What follows belongs to an exercise in optimizing a design on an open flow for small area; a production flow would make more cautious choices. Function was checked by simulation only, so behaviour that the tests miss may differ from the original. Power and IR drop assume default switching activity.

==> flow/design.v <==
module booth_enc4 (
    input  [7:0] k,
    output [3:0] one,
    output [3:0] two,
    output [3:0] negn
);
    wire [8:0] kx = {k, 1'b0};
    genvar i;
    generate
        for (i = 0; i < 4; i = i + 1) begin : dig
            wire b0 = kx[2*i];
            wire b1 = kx[2*i+1];
            wire b2 = kx[2*i+2];
            assign one[i] = b1 ^ b0;
            assign two[i] = (b2 & ~b1 & ~b0) | (~b2 & b1 & b0);
            assign negn[i] = ~b2;
        end
    endgenerate
endmodule
module mac_lane (
    input  [8:0] a,
    input  [3:0] one,
    input  [3:0] two,
    input  [3:0] neg,
    input  [7:0] q,
    output [8:0] y
);
    wire t1 = (one[0] & q[0]) ^ neg[0];
    wire t2 = ((one[0] & q[1]) | (two[0] & q[0])) ^ neg[0];
    wire t3 = ((one[0] & q[2]) | (two[0] & q[1])) ^ neg[0];
    wire t4 = ((one[0] & q[3]) | (two[0] & q[2])) ^ neg[0];
    wire t5 = ((one[0] & q[4]) | (two[0] & q[3])) ^ neg[0];
    wire t6 = ((one[0] & q[5]) | (two[0] & q[4])) ^ neg[0];
    wire t7 = ((one[0] & q[6]) | (two[0] & q[5])) ^ neg[0];
    wire t8 = ((one[0] & q[7]) | (two[0] & q[6])) ^ neg[0];
    wire t9 = ((one[0] & q[7]) | (two[0] & q[7])) ^ neg[0];
    wire t10 = (one[1] & q[0]) ^ neg[1];
    wire t11 = ((one[1] & q[1]) | (two[1] & q[0])) ^ neg[1];
    wire t12 = ((one[1] & q[2]) | (two[1] & q[1])) ^ neg[1];
    wire t13 = ((one[1] & q[3]) | (two[1] & q[2])) ^ neg[1];
    wire t14 = ((one[1] & q[4]) | (two[1] & q[3])) ^ neg[1];
    wire t15 = ((one[1] & q[5]) | (two[1] & q[4])) ^ neg[1];
    wire t16 = ((one[1] & q[6]) | (two[1] & q[5])) ^ neg[1];
    wire t17 = (one[2] & q[0]) ^ neg[2];
    wire t18 = ((one[2] & q[1]) | (two[2] & q[0])) ^ neg[2];
    wire t19 = ((one[2] & q[2]) | (two[2] & q[1])) ^ neg[2];
    wire t20 = ((one[2] & q[3]) | (two[2] & q[2])) ^ neg[2];
    wire t21 = ((one[2] & q[4]) | (two[2] & q[3])) ^ neg[2];
    wire t22 = (one[3] & q[0]) ^ neg[3];
    wire t23 = ((one[3] & q[1]) | (two[3] & q[0])) ^ neg[3];
    wire t24 = ((one[3] & q[2]) | (two[3] & q[1])) ^ neg[3];
    wire t25 = a[0] ^ neg[0];
    wire t26 = a[0] & neg[0];
    wire t27 = a[1] ^ t26;
    wire t28 = a[1] & t26;
    wire t29 = a[2] ^ neg[1] ^ t3;
    wire t30 = (a[2] & neg[1]) | (t3 & (a[2] ^ neg[1]));
    wire t31 = t10 ^ t28;
    wire t32 = t10 & t28;
    wire t33 = a[3] ^ t4 ^ t11;
    wire t34 = (a[3] & t4) | (t11 & (a[3] ^ t4));
    wire t35 = t32 ^ t30;
    wire t36 = t32 & t30;
    wire t37 = a[4] ^ neg[2] ^ t5;
    wire t38 = (a[4] & neg[2]) | (t5 & (a[4] ^ neg[2]));
    wire t39 = t12 ^ t17 ^ t37;
    wire t40 = (t12 & t17) | (t37 & (t12 ^ t17));
    wire t41 = t34 ^ t36;
    wire t42 = t34 & t36;
    wire t43 = a[5] ^ t6 ^ t13;
    wire t44 = (a[5] & t6) | (t13 & (a[5] ^ t6));
    wire t45 = t18 ^ t38 ^ t43;
    wire t46 = (t18 & t38) | (t43 & (t18 ^ t38));
    wire t47 = t40 ^ t42;
    wire t48 = t40 & t42;
    wire t49 = a[6] ^ neg[3] ^ t7;
    wire t50 = (a[6] & neg[3]) | (t7 & (a[6] ^ neg[3]));
    wire t51 = t14 ^ t19 ^ t22;
    wire t52 = (t14 & t19) | (t22 & (t14 ^ t19));
    wire t53 = t49 ^ t44 ^ t51;
    wire t54 = (t49 & t44) | (t51 & (t49 ^ t44));
    wire t55 = t46 ^ t53;
    wire t56 = t46 & t53;
    wire t57 = a[7] ^ t8 ^ t15;
    wire t58 = (a[7] & t8) | (t15 & (a[7] ^ t8));
    wire t59 = t20 ^ t23 ^ t50;
    wire t60 = (t20 & t23) | (t50 & (t20 ^ t23));
    wire t61 = t52 ^ t57 ^ t59;
    wire t62 = (t52 & t57) | (t59 & (t52 ^ t57));
    wire t63 = t54 ^ t56;
    wire t64 = t54 & t56;
    wire t65 = a[8] ^ t9 ^ t16;
    wire t66 = t21 ^ t24 ^ t58;
    wire t67 = t65 ^ t66 ^ t60;
    wire t68 = t62 ^ t67;
    wire t69 = t1 ^ t25;
    wire t70 = t1 & t25;
    wire t71 = t2 ^ t27 ^ t70;
    wire t72 = (t2 & t27) | (t70 & (t2 ^ t27));
    wire t73 = t29 ^ t31 ^ t72;
    wire t74 = (t29 & t31) | (t72 & (t29 ^ t31));
    wire t75 = t33 ^ t35 ^ t74;
    wire t76 = (t33 & t35) | (t74 & (t33 ^ t35));
    wire t77 = t39 ^ t41 ^ t76;
    wire t78 = (t39 & t41) | (t76 & (t39 ^ t41));
    wire t79 = t45 ^ t47 ^ t78;
    wire t80 = (t45 & t47) | (t78 & (t45 ^ t47));
    wire t81 = t48 ^ t55 ^ t80;
    wire t82 = (t48 & t55) | (t80 & (t48 ^ t55));
    wire t83 = t61 ^ t63 ^ t82;
    wire t84 = (t61 & t63) | (t82 & (t61 ^ t63));
    wire t85 = t64 ^ t68 ^ t84;
    assign y = {t85, t83, t81, t79, t77, t75, t73, t71, t69};
endmodule
module Attention_top #(
    parameter INPUT_WIDTH = 8,
    parameter NUM_CODE_WIDTH = 5,
    parameter MATRIX_SIZE = 3,
    parameter ADDR_WIDTH = $clog2(MATRIX_SIZE**2<<2),
    parameter OUTPUT_WIDTH = $clog2(MATRIX_SIZE*(2**INPUT_WIDTH))-1
)(
    input clk,
    input reset_n,
    input start,
    input softmax_req,DATA_write_EN,
    input  [INPUT_WIDTH*MATRIX_SIZE-1:0] Q_INPUT,
    input [INPUT_WIDTH*MATRIX_SIZE-1:0] MATRIX_INPUT,
    output [MATRIX_SIZE*OUTPUT_WIDTH-1:0] Output_RESULT,
    input output_req
);
    reg [2:0] jsel;          
    reg [2:0] ph;            
    reg       oreq_d;
    reg [2:0] osel;          
    wire clr = start | (jsel[0] & ~ph[1]);
    always @(posedge clk or negedge reset_n) begin
        if (!reset_n) begin
            jsel <= 3'b000;
            oreq_d <= 1'b0;
        end else begin
            if (start) jsel <= 3'b001;
            else if (ph[1]) jsel <= {jsel[1:0], 1'b0};
            oreq_d <= output_req;
        end
    end
    always @(posedge clk) begin
        ph <= start ? 3'b100 : {ph[1:0], ph[2]};
        if (output_req & ~oreq_d) osel <= ph;
    end
    reg [23:0] qw0, qw1, qw2;
    always @(posedge clk) begin
        if (DATA_write_EN) begin
            qw0 <= Q_INPUT;
            qw1 <= qw0;
            qw2 <= qw1;
        end
    end
    reg [7:0] kc0 [0:2];    
    reg [7:0] kc1 [0:2];
    reg [7:0] kc2 [0:2];
    always @(posedge clk) begin
        if (DATA_write_EN | jsel[0]) begin
            kc0[0] <= kc0[1]; kc0[1] <= kc0[2]; kc0[2] <= MATRIX_INPUT[23:16];
        end
        if (DATA_write_EN | jsel[1]) begin
            kc1[0] <= kc1[1]; kc1[1] <= kc1[2]; kc1[2] <= MATRIX_INPUT[15:8];
        end
        if (DATA_write_EN | jsel[2]) begin
            kc2[0] <= kc2[1]; kc2[1] <= kc2[2]; kc2[2] <= MATRIX_INPUT[7:0];
        end
    end
    wire [7:0] kop = ({8{jsel[0]}} & kc0[0]) | ({8{jsel[1]}} & kc1[0]) | ({8{jsel[2]}} & kc2[0]);
    function [7:0] qsel;
        input [23:0] w;
        input [2:0] s;
        qsel = ({8{s[0]}} & w[23:16]) | ({8{s[1]}} & w[15:8]) | ({8{s[2]}} & w[7:0]);
    endfunction
    wire [7:0] q0op = qsel(qw2, jsel);
    wire [7:0] q1op = qsel(qw1, jsel);
    wire [7:0] q2op = qsel(qw0, jsel);
    reg [26:0] rs0, rs1, rs2;
    wire [8:0] a0 = rs2[26:18];
    wire [8:0] a1 = rs2[17:9];
    wire [8:0] a2 = rs2[8:0];
    wire [8:0] y0, y1, y2;
    wire [3:0] b_one, b_two, b_neg;
    booth_enc4 kenc (.k(kop), .one(b_one), .two(b_two), .negn(b_neg));
    mac_lane lane0 (.a(a0), .one(b_one), .two(b_two), .neg(b_neg), .q(q0op), .y(y0));
    mac_lane lane1 (.a(a1), .one(b_one), .two(b_two), .neg(b_neg), .q(q1op), .y(y1));
    mac_lane lane2 (.a(a2), .one(b_one), .two(b_two), .neg(b_neg), .q(q2op), .y(y2));
    always @(posedge clk) begin
        rs0 <= {y0, y1, y2};
        rs1 <= rs0;
        rs2 <= rs1 | {27{clr}};
    end
    assign Output_RESULT = ~(({27{osel[0]}} & rs0) | ({27{osel[1]}} & rs1) | ({27{osel[2]}} & rs2));
endmodule
Settings: LEC_CHECK=0, ABC_AREA=1, CAP_MARGIN=20, CORE_MARGIN=2, CORE_UTILIZATION=75, CTS_CLUSTER_DIAMETER=100, CTS_CLUSTER_SIZE=30, SLEW_MARGIN=20; clock period 5.0 ns.
standard.sh (not shown) runs the stock make flow with config.mk's settings and CLKGATE_MAP_FILE= SYNTH_SCRIPT=/design/flow/synth_recipe.tcl, a recipe that flattens the netlist after the stock synthesis.
==> flow/flow/run.sh <==
#!/bin/bash
# Own layout flow: the standard ORFS flow (standard.sh, unchanged synthesis),
# with the port buffers made of the smallest buffer cell (sky130_fd_sc_hd__buf_1)
# instead of the default choice. Every input and output port still gets a buffer.
set -euo pipefail
cd "$(dirname "$0")/.."
bash standard.sh "BUFFER_PORTS_ARGS=-buffer_cell sky130_fd_sc_hd__buf_1" finish > flow_standard.log 2>&1
Next try:
--- a/flow/design.v
+++ b/flow/design.v
@@ -100,18 +100,35 @@
     wire t73 = t29 ^ t31 ^ t72;
     wire t74 = (t29 & t31) | (t72 & (t29 ^ t31));
     wire t75 = t33 ^ t35 ^ t74;
     wire t76 = (t33 & t35) | (t74 & (t33 ^ t35));
-    wire t77 = t39 ^ t41 ^ t76;
-    wire t78 = (t39 & t41) | (t76 & (t39 ^ t41));
-    wire t79 = t45 ^ t47 ^ t78;
-    wire t80 = (t45 & t47) | (t78 & (t45 ^ t47));
-    wire t81 = t48 ^ t55 ^ t80;
-    wire t82 = (t48 & t55) | (t80 & (t48 ^ t55));
-    wire t83 = t61 ^ t63 ^ t82;
-    wire t84 = (t61 & t63) | (t82 & (t61 ^ t63));
-    wire t85 = t64 ^ t68 ^ t84;
-    assign y = {t85, t83, t81, t79, t77, t75, t73, t71, t69};
+    wire t77 = t39 ^ t41;
+    wire t78 = t39 & t41;
+    wire t79 = t45 ^ t47;
+    wire t80 = t45 & t47;
+    wire t81 = t48 ^ t55;
+    wire t82 = t48 & t55;
+    wire t83 = t61 ^ t63;
+    wire t84 = t61 & t63;
+    wire t85 = t64 ^ t68;
+    wire t86 = t80 | (t79 & t78);
+    wire t87 = t79 & t77;
+    wire t88 = t84 | (t83 & t82);
+    wire t89 = t83 & t81;
+    wire t90 = t82 | (t81 & t86);
+    wire t91 = t81 & t87;
+    wire t92 = t88 | (t89 & t86);
+    wire t93 = t89 & t87;
+    wire t94 = t78 | (t77 & t76);
+    wire t95 = t86 | (t87 & t76);
+    wire t96 = t90 | (t91 & t76);
+    wire t97 = t92 | (t93 & t76);
+    wire t98 = t77 ^ t76;
+    wire t99 = t79 ^ t94;
+    wire t100 = t81 ^ t95;
+    wire t101 = t83 ^ t96;
+    wire t102 = t85 ^ t97;
+    assign y = {t102, t101, t100, t99, t98, t75, t73, t71, t69};
 endmodule
 module Attention_top #(
     parameter INPUT_WIDTH = 8,
     parameter NUM_CODE_WIDTH = 5,
Outcome: Total power is higher by 4.8%; clock-buffer cell count does not change; wire length fell by about 10%; core utilization came out lower by 3.5 points; final area falls by 3.3%; register-to-register slack improves by 0.17 ns; synthesized cell count grows by about 4.6%; sequential power hardly moves; clock skew climbs by 0.0081 ns; sequential cell count stays the same.

-- port drivers added, routing unchanged --
In the flow no input, the clock included, has a driving cell. The finished layouts below were timed again as built, in two steps. Step 1 sets driving cells, clkbuf_16 on the clock port and buf_2 on the other inputs (assumed; they add their load-dependent delay and slew). Step 2 moves the port delays by t, midway between the first and last clock arrival at a register: inputs arrive t later, outputs are due t later. That takes back most of the time a late clock gives input paths. Slacks: ideal ports / drivers / drivers and shift; pairs: ideal ports / drivers.
run | t, ns | setup WS [ns] | hold WS [ns]
the first run | 0.512 | 0.137 / 0.137 / 0.137 | 0.340 / 0.319 / 0.360
the second run | 0.515 | 0.304 / 0.304 / 0.304 | 0.338 / 0.312 / 0.355
After both steps every run listed still meets setup and hold.
